Background: an optimization exercise with open tools, aiming at small area, a short achievable clock period and few clock cycles. Do not read the settings as production practice. Where RTL was checked, it was by simulation tests only, not by an equivalence proof against the original. Power figures rest on the tool's default switching activity, not on a simulated workload.

// filtering
module filtering(
    output reg [7:0] out,
    output reg out_valid,
    output reg [15:0] addr_edge,
    output reg finished,
    output reg [15:0] addr_im,
    input  [7:0] dout_im,
    input start,
    input rst,
    input clk
    );
For scale: roughly 1200 cells after synthesis, roughly 270 flip-flops, about 53 I/O pins.
clock: 4.5 ns
lec_check: 0
abc_area: 1
cap_margin: 20
core_margin: 2
core_utilization: 60
cts_buf_list: sky130_fd_sc_hd__clkbuf_8
cts_cluster_diameter: 50
cts_cluster_size: 30
setup_slack_margin: 2.58
slew_margin: 20
standard.sh (not shown) runs the stock make flow with config.mk's settings and CLKGATE_MAP_FILE= SYNTH_SCRIPT=/design/flow/synth_recipe.tcl, a recipe that flattens the netlist after the stock synthesis.
==> flow/flow/run.sh <==
#!/bin/bash
# The standard layout (standard.sh), with the port buffers that
# global placement inserts made from buf_2 cells instead of the
# resizer's default choice. Each tool's output goes to standard.log;
# ORFS keeps its per-step logs under orfs/logs.
set -euo pipefail
bash standard.sh BUFFER_PORTS_ARGS="-buffer_cell sky130_fd_sc_hd__buf_2" finish > standard.log 2>&1
Testbench counts at the start, summed over its fixed seeds: cycles 795,708.
==> next run, changes <==
==> flow/run.sh (new file) <==
#!/bin/bash
# synth_recipe.tcl (not shown) runs the flow's synth.tcl, then flattens the netlist and writes it again
# the make line also repeats each setting of config.mk as NAME=value (left out here)
make -C /OpenROAD-flow-scripts/flow DESIGN_CONFIG=/design/flow/config.mk WORK_HOME=/design/flow/orfs CLKGATE_MAP_FILE= SYNTH_SCRIPT=/design/flow/synth_recipe.tcl finish
==> flow/config.mk (replaced) <==
export PLATFORM = sky130hd
export DESIGN_NAME = filtering
export DESIGN_NICKNAME = filtering
export VERILOG_FILES = /design/flow/design.v
export SDC_FILE = /design/flow/constraint.sdc
export NUM_CORES = 4
export LEC_CHECK = 0
export CAP_MARGIN = 20
export CORE_MARGIN = 2
export CORE_UTILIZATION = 60
export CTS_CLUSTER_DIAMETER = 60
export CTS_CLUSTER_SIZE = 40
export SETUP_SLACK_MARGIN = 2.45
export SLEW_MARGIN = 20
removed: flow/flow/run.sh
removed: flow/standard.sh
Outcome:
- via count came out lower by 9.9%
- wire length goes down by 3.8%
- setup slack got worse by 0.14 ns
- non-clock buffer count drops by 2
- flip-flop and latch count does not change
- fmax is lower by 6.7%
==> next run, changes <==
==> flow/flow/run.sh (new file) <==
#!/bin/bash
# The standard layout (standard.sh), with the port buffers that
# global placement inserts made from buf_2 cells instead of the
# resizer's default choice. Each tool's output goes to standard.log;
# ORFS keeps its per-step logs under orfs/logs.
set -euo pipefail
bash standard.sh BUFFER_PORTS_ARGS="-buffer_cell sky130_fd_sc_hd__buf_2" finish > standard.log 2>&1
==> flow/standard.sh (new file) <==
#!/bin/bash
# synth_recipe.tcl (not shown) runs the flow's synth.tcl, then flattens the netlist and writes it again
# the make line also repeats each setting of config.mk as NAME=value (left out here)
make -C /OpenROAD-flow-scripts/flow DESIGN_CONFIG=/design/flow/config.mk WORK_HOME=/design/flow/orfs CLKGATE_MAP_FILE= SYNTH_SCRIPT=/design/flow/synth_recipe.tcl "${@:-finish}"
--- a/flow/config.mk
+++ b/flow/config.mk
@@ -8,7 +8,7 @@
 export CAP_MARGIN = 20
 export CORE_MARGIN = 2
-export CORE_UTILIZATION = 60
+export CORE_UTILIZATION = 75
 export CTS_CLUSTER_DIAMETER = 60
 export CTS_CLUSTER_SIZE = 40
-export SETUP_SLACK_MARGIN = 2.45
+export SETUP_SLACK_MARGIN = 2.3
 export SLEW_MARGIN = 20
removed: flow/run.sh
The changed run finished clean.
Total power is about the same.
Wire length rises by 16%.
Utilization climbs by 13 points.
==> next run, changes <==
==> flow/run.sh (new file) <==
#!/bin/bash
# synth_recipe.tcl (not shown) runs the flow's synth.tcl, then flattens the netlist and writes it again
# the make line also repeats each setting of config.mk as NAME=value (left out here)
make -C /OpenROAD-flow-scripts/flow DESIGN_CONFIG=/design/flow/config.mk WORK_HOME=/design/flow/orfs CLKGATE_MAP_FILE= SYNTH_SCRIPT=/design/flow/synth_recipe.tcl finish
--- a/flow/config.mk
+++ b/flow/config.mk
@@ -8,5 +8,5 @@
 export CAP_MARGIN = 20
 export CORE_MARGIN = 2
-export CORE_UTILIZATION = 75
+export CORE_UTILIZATION = 60
 export CTS_CLUSTER_DIAMETER = 60
 export CTS_CLUSTER_SIZE = 40
removed: flow/flow/run.sh
removed: flow/standard.sh
Result: Via count falls by about 6.5%; final area climbs by 4.0%; count of clock-buffer cells in the layout decreases by 1.
==> next run, changes <==
==> flow/flow/run.sh (new file) <==
#!/bin/bash
# The standard layout (standard.sh), with the port buffers that
# global placement inserts made from buf_2 cells instead of the
# resizer's default choice. Each tool's output goes to standard.log;
# ORFS keeps its per-step logs under orfs/logs.
set -euo pipefail
bash standard.sh BUFFER_PORTS_ARGS="-buffer_cell sky130_fd_sc_hd__buf_2" finish > standard.log 2>&1
==> flow/standard.sh (new file) <==
#!/bin/bash
# synth_recipe.tcl (not shown) runs the flow's synth.tcl, then flattens the netlist and writes it again
# the make line also repeats each setting of config.mk as NAME=value (left out here)
make -C /OpenROAD-flow-scripts/flow DESIGN_CONFIG=/design/flow/config.mk WORK_HOME=/design/flow/orfs CLKGATE_MAP_FILE= SYNTH_SCRIPT=/design/flow/synth_recipe.tcl "${@:-finish}"
--- a/flow/config.mk
+++ b/flow/config.mk
@@ -6,9 +6,8 @@
 export NUM_CORES = 4
 export LEC_CHECK = 0
+export ABC_AREA = 1
 export CAP_MARGIN = 20
 export CORE_MARGIN = 2
 export CORE_UTILIZATION = 60
-export CTS_CLUSTER_DIAMETER = 60
-export CTS_CLUSTER_SIZE = 40
-export SETUP_SLACK_MARGIN = 2.3
+export SETUP_SLACK_MARGIN = 2.5
 export SLEW_MARGIN = 20
removed: flow/run.sh
Result: Wire length increases by 3.1%; sequential share of layout area decreases by 1.4 points; worst setup slack gets better by 0.14 ns; power stays flat; non-clock buffer count decreases by 10; via count increases by 9.7%; cell area increases by 3.2%.

========
run X:
filtering again, from the RTL that the note above started with.
clock: 4.5 ns
lec_check: 0
cap_margin: 20
core_margin: 2
core_utilization: 60
cts_cluster_diameter: 60
cts_cluster_size: 40
setup_slack_margin: 2.3
slew_margin: 20
==> flow/flow/run.sh <==
#!/bin/bash
# The standard layout (standard.sh), with the port buffers that
# global placement inserts made from buf_2 cells instead of the
# resizer's default choice. Each tool's output goes to standard.log;
# ORFS keeps its per-step logs under orfs/logs.
set -euo pipefail
bash standard.sh BUFFER_PORTS_ARGS="-buffer_cell sky130_fd_sc_hd__buf_2" finish > standard.log 2>&1
Run X was carried through to the last stage, and its layout satisfied the timing, design-rule and antenna checks.
Testbench counts of run X, summed over its fixed seeds: cycles 795,708.
Changes in run M relative to run X:
- ABC_AREA: unset -> 1
- SETUP_SLACK_MARGIN: 2.3 -> 2.45
==> comparison <==
Status | run M and run X | clean
Compared run M vs run X, and netlist area before placement is up in run M.
Total detailed-routing wirelength in run M vs run X: up about 4%
When the final numbers for run M and run X were put side by side, the number of gates resized after cts turned out to be smaller in run X.
Compared with run X, run M shows a higher met3 wirelength from detailed routing.
In the flow results for run M and run X, the final-layout clock buffer total is smaller on run X.
Changes observed in run M relative to run X: met1 layer wirelength in the final routing picked up an extra 22%; biggest cell delay along the critical path picked up an extra 60 ps; power in the clock group has increased.

========
== build 69 ==
The RTL this note starts from:
==> flow/design.v <==
`timescale 1ns / 1ps
module filtering(
    output reg [7:0] out,
    output reg out_valid,
    output reg [15:0] addr_edge,
    output reg finished,
    output reg [15:0] addr_im,
    input  [7:0] dout_im,
    input start,
    input rst,
    input clk
    );
   localparam M = 8;
   reg [7:0] px [0:2*M];
   integer i;
   wire [7:0] pa = px[2*M];
   wire [7:0] pb = px[M];
   wire [7:0] pc = px[0];
   wire [7:0] npc = ~pc;
   reg [8:0] lr, rr, er;      
   reg [8:0] lr1, rr1;        
   reg [9:0] xs, ys;          
   reg [10:0] us, vs;         
   wire [8:0] nrr1 = ~rr1;
   wire [8:0] nrr  = ~rr;
   always @(posedge clk) begin
      px[0] <= dout_im;
      for (i = 1; i <= 2*M; i = i + 1) px[i] <= px[i-1];
      lr  <= pa + pb;
      rr  <= pb + pc;
      er  <= pa + npc;
      lr1 <= lr;
      rr1 <= rr;
      xs  <= lr1 + er;
      ys  <= er + nrr1;
      us  <= xs + nrr;
      vs  <= ys + lr;
   end
   wire edge_hit = (us >= 11'd866) || (us <= 11'd666) || (vs >= 11'd866) || (vs <= 11'd666);
   reg       pend;           
   reg       run;
   reg [2:0] j;
   reg [7:0] x;
   reg       j7;             
   reg       xe;             
   reg       s0;             
   reg       fv, fl;         
   reg       fj1, fj2, fs;   
   wire [7:0] klo = fv ? 8'd222 : (fj1 ? (fs ? 8'd35 : 8'd205) : 8'd0);
   wire [8:0] ae_lo = {1'b0, addr_edge[7:0]} + {1'b0, klo};
   wire [7:0] ae_hi_inc = addr_edge[15:8] + 8'd1;
   wire [7:0] ae_hi_jmp = addr_edge[15:8] + (fs ? 8'd255 : 8'd250);
   always @(posedge clk) begin
      if (rst) begin
         pend <= 0;
         run <= 0;
         fv <= 0;
         fl <= 0;
         out_valid <= 0;
         finished <= 0;
      end else begin
         pend <= start && !run && !pend;
         if (start && !run && !pend) finished <= 0;
         if (pend) run <= 1;
         fv <= run && ((j >= 5 && x >= 2) || (j <= 2 && (x >= 3 || (x == 0 && !s0))));
         fl <= run && addr_im == 16'd50176;
         out_valid <= fv;
         if (fl) begin
            finished <= 1;
            run <= 0;
         end
      end
   end
   always @(posedge clk) begin
      if (pend) begin
         addr_im <= 0;
         j <= 0;
         j7 <= 0;
         x <= 0;
         xe <= 0;
         s0 <= 1;
         addr_edge <= 16'hFFFF;
      end else begin
         if (run) begin
            j <= j + 1;
            j7 <= j == 6;
            xe <= x == 223;
            if (j7) begin
               x <= x + 1;
               if (xe) begin
                  x <= 0;
                  s0 <= 0;
                  addr_im <= addr_im - 16'd447;
               end else
                  addr_im <= addr_im - 16'd1567;
            end else
               addr_im <= addr_im + 16'd224;
         end
         addr_edge[7:0] <= ae_lo[7:0];
         if (fj2)
            addr_edge[15:8] <= ae_hi_jmp;
         else if (ae_lo[8])
            addr_edge[15:8] <= ae_hi_inc;
      end
      fj1 <= run && j == 3 && x >= 2;
      fj2 <= run && j == 4 && x >= 2;
      fs <= x == 2;
      out <= edge_hit ? 8'd0 : 8'd255;
   end
endmodule
Settings: LEC_CHECK=0, CAP_MARGIN=20, CORE_MARGIN=2, CORE_UTILIZATION=40, CTS_BUF_LIST=sky130_fd_sc_hd__clkbuf_4 sky130_fd_sc_hd__clkbuf_8, CTS_CLUSTER_SIZE=30, SETUP_SLACK_MARGIN=2.3, SLEW_MARGIN=20; clock period 4.5 ns.
run.sh (not shown) runs the stock make flow with config.mk's settings and CLKGATE_MAP_FILE= SYNTH_SCRIPT=/design/flow/synth_recipe.tcl, a recipe that flattens the netlist after the stock synthesis.
Stock flow here: none of the scripts above is used.
Build 69: full flow OK, the timing, design-rule and antenna checks passed
Edits applied to the flow inputs when going from build 69 to build 67:
- removing CTS_CLUSTER_SIZE (formerly 30)
- removing CTS_BUF_LIST (formerly sky130_fd_sc_hd__clkbuf_4 sky130_fd_sc_hd__clkbuf_8)
Results
From build 69 to build 67 the numbers moved as follows: clock network fraction of design power grew by 1.0 points, maximum clock frequency shrank by 2.4 MHz, global-route wire length before repair shrank by 1.1%, switching share of total power shrank by 0.81 points, maximum count of clock buffers along a single path held steady.
Function was not checked in any run of this note: the RTL went through the layout flow alone.

-- what the ideal ports hide --
How much do the figures lean on ideal ports? The routed layouts below were timed once more, with nothing changed but the port constraints. Step 1, drivers: a clkbuf_16 drives clk and a buf_2 each remaining input, both assumed. Step 2 moves the port delays by t, midway between the first and last clock arrival at a register: inputs arrive t later, outputs are due t later. That takes back most of the time a late clock gives input paths. Slacks: no drivers / after step 1 / after step 2; pairs: no drivers / after step 1.
run	t (ns)	slack for setup (ns)	worst hold slack (ns)	clock arrival spread, ns
the first run of note 1	0.607	2.532 / 2.490 / 2.134	0.329 / 0.329 / 0.329	0.044 / 0.044
the second run of note 1	0.526	2.392 / 2.392 / 1.981	0.330 / 0.330 / 0.330	0.055 / 0.055
the third run of note 1	0.529	2.236 / 2.236 / 1.847	0.325 / 0.325 / 0.325	0.024 / 0.024
the fourth run of note 1	0.542	2.373 / 2.339 / 1.956	0.331 / 0.331 / 0.331	0.027 / 0.028
the fifth run of note 1	0.567	2.518 / 2.473 / 2.130	0.325 / 0.325 / 0.325	0.026 / 0.026
run X	0.526	2.321 / 2.316 / 1.962	0.332 / 0.332 / 0.332	0.018 / 0.018
run M	0.542	2.478 / 2.436 / 2.186	0.304 / 0.304 / 0.304	0.050 / 0.050
build 69	0.579	2.317 / 2.317 / 2.317	0.303 / 0.303 / 0.303	0.036 / 0.036
build 67	0.577	2.306 / 2.306 / 2.306	0.321 / 0.321 / 0.321	0.012 / 0.011
After both steps setup and hold are still met in every run listed. The setup slack of the fourth run of note 1, which loses most, moves by -0.034 ns with the drivers and by -0.417 ns with both steps.
